Context: an optimization exercise on an open-source flow, tuned for small area, a short achievable clock period and few clock cycles per item. The choices shown serve that exercise and are no tape-out recipe. RTL that was checked went through simulation tests only; none was proved equivalent to the original. Power is estimated from default activity; no workload was simulated.

// net_16_16_8_4_16_1_8
module net_16_16_8_4_16_1_8(clk, reset, input_valid, input_ready, input_data, output_valid, output_ready, output_data);
Size: about 19000 cells after synthesis, about 38 I/O pins.
==> flow/config.mk <==
export PLATFORM = sky130hd
export DESIGN_NAME = net_16_16_8_4_16_1_8
export DESIGN_NICKNAME = net_16_16_8_4_16_1_8
export VERILOG_FILES = /design/flow/design.v
export SDC_FILE = /design/flow/constraint.sdc
export NUM_CORES = 4
export LEC_CHECK = 0
export ABC_AREA = 1
export CAP_MARGIN = 20
export CORE_MARGIN = 2
export CORE_UTILIZATION = 40
export CTS_CLUSTER_DIAMETER = 100
export CTS_CLUSTER_SIZE = 30
export SLEW_MARGIN = 20
==> flow/constraint.sdc <==
create_clock -name core_clock -period 10.0 [get_ports {clk}]
set_input_delay 2.0000 -clock core_clock [delete_from_list [all_inputs] [get_ports {clk}]]
set_output_delay 2.0000 -clock core_clock [all_outputs]
set_load 0.01 [all_outputs]
standard.sh (not shown) runs the stock make flow with config.mk's settings and CLKGATE_MAP_FILE= SYNTH_SCRIPT=/design/flow/synth_recipe.tcl, a recipe that flattens the netlist after the stock synthesis.
==> flow/flow/run.sh <==
#!/bin/bash
# Standard ORFS layout (the standard.sh), with timing repair aimed at a tighter
# setup target than the 10 ns clock: repair_timing treats paths with less than
# SETUP_SLACK_MARGIN ns of slack as violations. Constraints (SDC) are unchanged.
set -o pipefail
MARGIN=$(cat flow/margin.txt 2>/dev/null || echo 6.4)
bash standard.sh SETUP_SLACK_MARGIN=$MARGIN finish 2>&1 | tee flow_make.log
==> flow/flow/margin.txt <==
6.6
The first run went through all stages and came out clean.
Testbench counts at the start, summed over its fixed seeds: cycles 3,456, vectors 192.
Edit:
==> flow/flow/margin.txt (replaced) <==
6.8
The changed run went through all stages and came out clean.
Global-route usage is about the same.
Design area goes up by 1.0%.
Flip-flop and latch count stays the same.
First-iteration DRC count went up by 1.1%.
Sequential share of layout area decreases by 0.32 points.
Worst hold slack loses 0.0091 ns.

* * *

net_16_16_8_4_16_1_8, a different RTL version from the one above (not shown whole).
For scale: roughly 2900 flip-flops, about 38 I/O pins, about 0.17 mm^2 of cells after synthesis.
## net_16_16_8_4_16_1_8
module net_16_16_8_4_16_1_8(clk, reset, input_valid, input_ready, input_data, output_valid, output_ready, output_data);
input clk, reset, input_valid, output_ready;
input signed [15:0] input_data;
output signed [15:0] output_data;
output output_valid, input_ready;
reg [3:0] col1;
reg rdy;
assign input_ready = rdy;
wire in_fire = input_valid & rdy;
reg [15:0] x1;
reg f1x, l1x, f1m, l1m, f1p, l1p, done1;
reg [15:0] x2buf [0:15];    
reg x2full; reg [3:0] col2;
reg [15:0] x2;
reg f2x, l2x, f2m, l2m, f2p, l2p, done2;
reg [15:0] x3buf [0:7];
reg x3full; reg [3:0] i3; reg run3;
reg [15:0] x3;
reg f3x, l3x, f3m, l3m, f3p, l3p, done3;
reg [15:0] ob [0:3];
reg [3:0] ov;
reg res3;    
assign output_data = ob[0];
assign output_valid = ov[0];
wire out_fire = ov[0] & output_ready;
wire ob_empty = ~ov[0];
wire [15:0] acc1 [0:15];
wire [15:0] acc2 [0:7];
wire [15:0] acc3 [0:3];    
wire l3_pending = l3x | l3m | l3p | done3;
wire fin3 = done3 | res3;
wire unload3 = fin3 & ob_empty;
wire start3 = x3full & ~run3 & ~res3 & (~l3_pending | ob_empty);
wire issue3 = run3 | start3;
wire x3_free4 = ~x3full | (run3 & (i3 >= 4'd11));
wire issue2 = x2full & ((col2 != 4'd15) | x3_free4);
wire x2_free5 = ~x2full | ((col2 >= 4'd10) & (~x3full | (run3 & (({1'b0, i3} + 5'd4) >= {1'b0, col2}))));
wire [3:0] col1_n = col1 + {3'd0, in_fire};
wire [15:0] x2sel = x2buf[0];
wire [15:0] x3sel = x3buf[i3[3:1]];
always @(posedge clk) begin
  x1 <= in_fire ? input_data : 16'd0;
  f1x <= in_fire & (col1 == 4'd0); l1x <= in_fire & (col1 == 4'd15);
  f1m <= f1x; l1m <= l1x; f1p <= f1m; l1p <= l1m;
  x2 <= issue2 ? {1'b0, x2sel[14:0] & {15{~x2sel[15]}}} : 16'd0;
  f2x <= issue2 & (col2 == 4'd0); l2x <= issue2 & (col2 == 4'd15);
  ...
==> flow/config.mk <==
export PLATFORM = sky130hd
export DESIGN_NAME = net_16_16_8_4_16_1_8
export DESIGN_NICKNAME = net_16_16_8_4_16_1_8
export VERILOG_FILES = /design/flow/design.v
export SDC_FILE = /design/flow/constraint.sdc
export NUM_CORES = 4
export LEC_CHECK = 0
export ABC_AREA = 1
export CAP_MARGIN = 20
export CORE_MARGIN = 2
export CORE_UTILIZATION = 40
export SLEW_MARGIN = 20
==> flow/constraint.sdc <==
create_clock -name core_clock -period 10.0 [get_ports {clk}]
set_input_delay 2.0000 -clock core_clock [delete_from_list [all_inputs] [get_ports {clk}]]
set_output_delay 2.0000 -clock core_clock [all_outputs]
set_load 0.01 [all_outputs]
==> flow/flow/margin.txt <==
6.6
Scripts as last shown in full above: flow/flow/run.sh
Testbench counts at the start, summed over its fixed seeds: cycles 3,456, vectors 192.
Next try:
- CTS_CLUSTER_DIAMETER: default -> 100
- CTS_CLUSTER_SIZE: default -> 30
What happened: Register-to-register slack got worse by 0.13 ns; setup slack got worse by 0.047 ns; wire length shrinks slightly; combinational power stays flat; die area does not change; global-route usage shrinks by 0.33 points.

* * *

## run 1
net_16_16_8_4_16_1_8, a different RTL version from the one above (not shown whole).
For scale: roughly 19000 cells after synthesis, roughly 3000 flip-flops.
clock: 10.0 ns
lec_check: 0
cap_margin: 20
core_margin: 2
core_utilization: 40
slew_margin: 20
run.sh (not shown) runs the stock make flow with config.mk's settings and CLKGATE_MAP_FILE= SYNTH_SCRIPT=/design/flow/synth_recipe.tcl, a recipe that flattens the netlist after the stock synthesis.
Stock flow here: none of the scripts above is used.
No stage failed in run 1, and the final checks on the layout all came back clean.
[inputs] run 2 vs run 1
==> flow/flow/run.sh (new file) <==
#!/bin/bash
# Standard ORFS layout (the standard.sh), with timing repair aimed at a tighter
# setup target than the 10 ns clock: repair_timing treats paths with less than
# SETUP_SLACK_MARGIN ns of slack as violations. Constraints (SDC) are unchanged.
set -o pipefail
MARGIN=$(cat flow/margin.txt 2>/dev/null || echo 6.4)
bash standard.sh SETUP_SLACK_MARGIN=$MARGIN finish 2>&1 | tee flow_make.log
==> flow/flow/margin.txt (new file) <==
6.4
==> flow/standard.sh (new file) <==
#!/bin/bash
# synth_recipe.tcl (not shown) runs the flow's synth.tcl, then flattens the netlist and writes it again
# the make line also repeats each setting of config.mk as NAME=value (left out here)
make -C /OpenROAD-flow-scripts/flow DESIGN_CONFIG=/design/flow/config.mk WORK_HOME=/design/flow/orfs CLKGATE_MAP_FILE= SYNTH_SCRIPT=/design/flow/synth_recipe.tcl "${@:-finish}"
removed: flow/run.sh
==> summary.txt <==
- Run 2 reports a lower worst-path maximum fanout than run 1 does.
- Wire: run 2 routes more than run 1
- Run 2 ends up with a clock-buffer cell count that is about 2.7% lower than in run 1.
- There was hardly any difference in hold slack between run 2 and run 1.
No functional check of the RTL was part of any run of this note.

* * *

run A:
net_16_16_8_4_16_1_8, a different RTL version from the one above (not shown whole).
Size in the first run: ~19,000 cells after synthesis, about 38 I/O pins, about 0.17 sq mm of cells after synthesis.
Settings: LEC_CHECK=0, ABC_AREA=1, CAP_MARGIN=20, CORE_MARGIN=2, CORE_UTILIZATION=40, CTS_CLUSTER_DIAMETER=100, CTS_CLUSTER_SIZE=20, SLEW_MARGIN=20; clock period 10.0 ns.
standard.sh (not shown) runs the stock make flow with config.mk's settings and CLKGATE_MAP_FILE= SYNTH_SCRIPT=/design/flow/synth_recipe.tcl, a recipe that flattens the netlist after the stock synthesis.
==> flow/flow/run.sh <==
#!/bin/bash
# Standard ORFS layout (the standard.sh), with timing repair aimed at a tighter
# setup target than the 10 ns clock: repair_timing treats paths with less than
# SETUP_SLACK_MARGIN ns of slack as violations. Constraints (SDC) are unchanged.
set -o pipefail
MARGIN=$(cat flow/margin.txt 2>/dev/null || echo 6.4)
bash standard.sh SETUP_SLACK_MARGIN=$MARGIN finish 2>&1 | tee flow_make.log
==> flow/flow/margin.txt <==
6.8
The final layout from run A, which completed every stage, passed the timing, DRC and antenna checks at the end of the flow.
Testbench counts of run A, summed over its fixed seeds: cycles 3,456, vectors 192.
For run B, these inputs were changed with respect to run A:
==> flow/flow/margin.txt <==
6.7
## What came out
Compared to run A, run B has utilization after layout 0.35 points lower.
Wire length on met2 | run B below run A
For run A, the startpoint of the most critical setup path was ob[0][1], unlike run B, where it was rdy.
Diff run A -> run B: sum of internal, switching and leakage power went down 260 uW, internal cell power lost about 0.8%, first-pass GRT wire length moved down, worst voltage drop across the vdd grid higher.

==> static timing again, ports no longer ideal <==
Ports are ideal in the flow. The routed layouts listed here were re-timed in OpenROAD. Step 1 sets driving cells, clkbuf_16 on the clock port and buf_2 on the other inputs (assumed; they add their load-dependent delay and slew). Step 2 times the ports against the registers' clock, not the clock port: input delays grow and output delays shrink by t, the midpoint of the rising clock arrivals with the driver on. Three values: no drivers, after step 1, after step 2; two values: the first two.
run | shift t [ns] | setup WS [ns] | worst hold slack (ns)
the first run of note 1 | 1.034 | 6.401 / 6.285 / 6.022 | 0.403 / 0.403 / 0.403
the second run of note 1 | 1.038 | 6.380 / 6.259 / 6.122 | 0.394 / 0.394 / 0.394
the first run of note 2 | 1.066 | 6.470 / 6.351 / 5.862 | 0.392 / 0.392 / 0.392
the second run of note 2 | 1.065 | 6.424 / 6.344 / 5.844 | 0.399 / 0.399 / 0.399
run 1 | 1.070 | 5.649 / 5.641 / 5.649 | 0.433 / 0.433 / 0.433
run 2 | 1.089 | 6.423 / 6.386 / 5.790 | 0.432 / 0.432 / 0.432
run A | 1.032 | 6.536 / 6.413 / 5.825 | 0.398 / 0.398 / 0.398
run B | 1.019 | 6.487 / 6.372 / 5.879 | 0.378 / 0.378 / 0.378
After both steps setup and hold are still met in every run listed. The setup slack of run A, which loses most, moves by -0.123 ns with the drivers and by -0.711 ns with both steps.
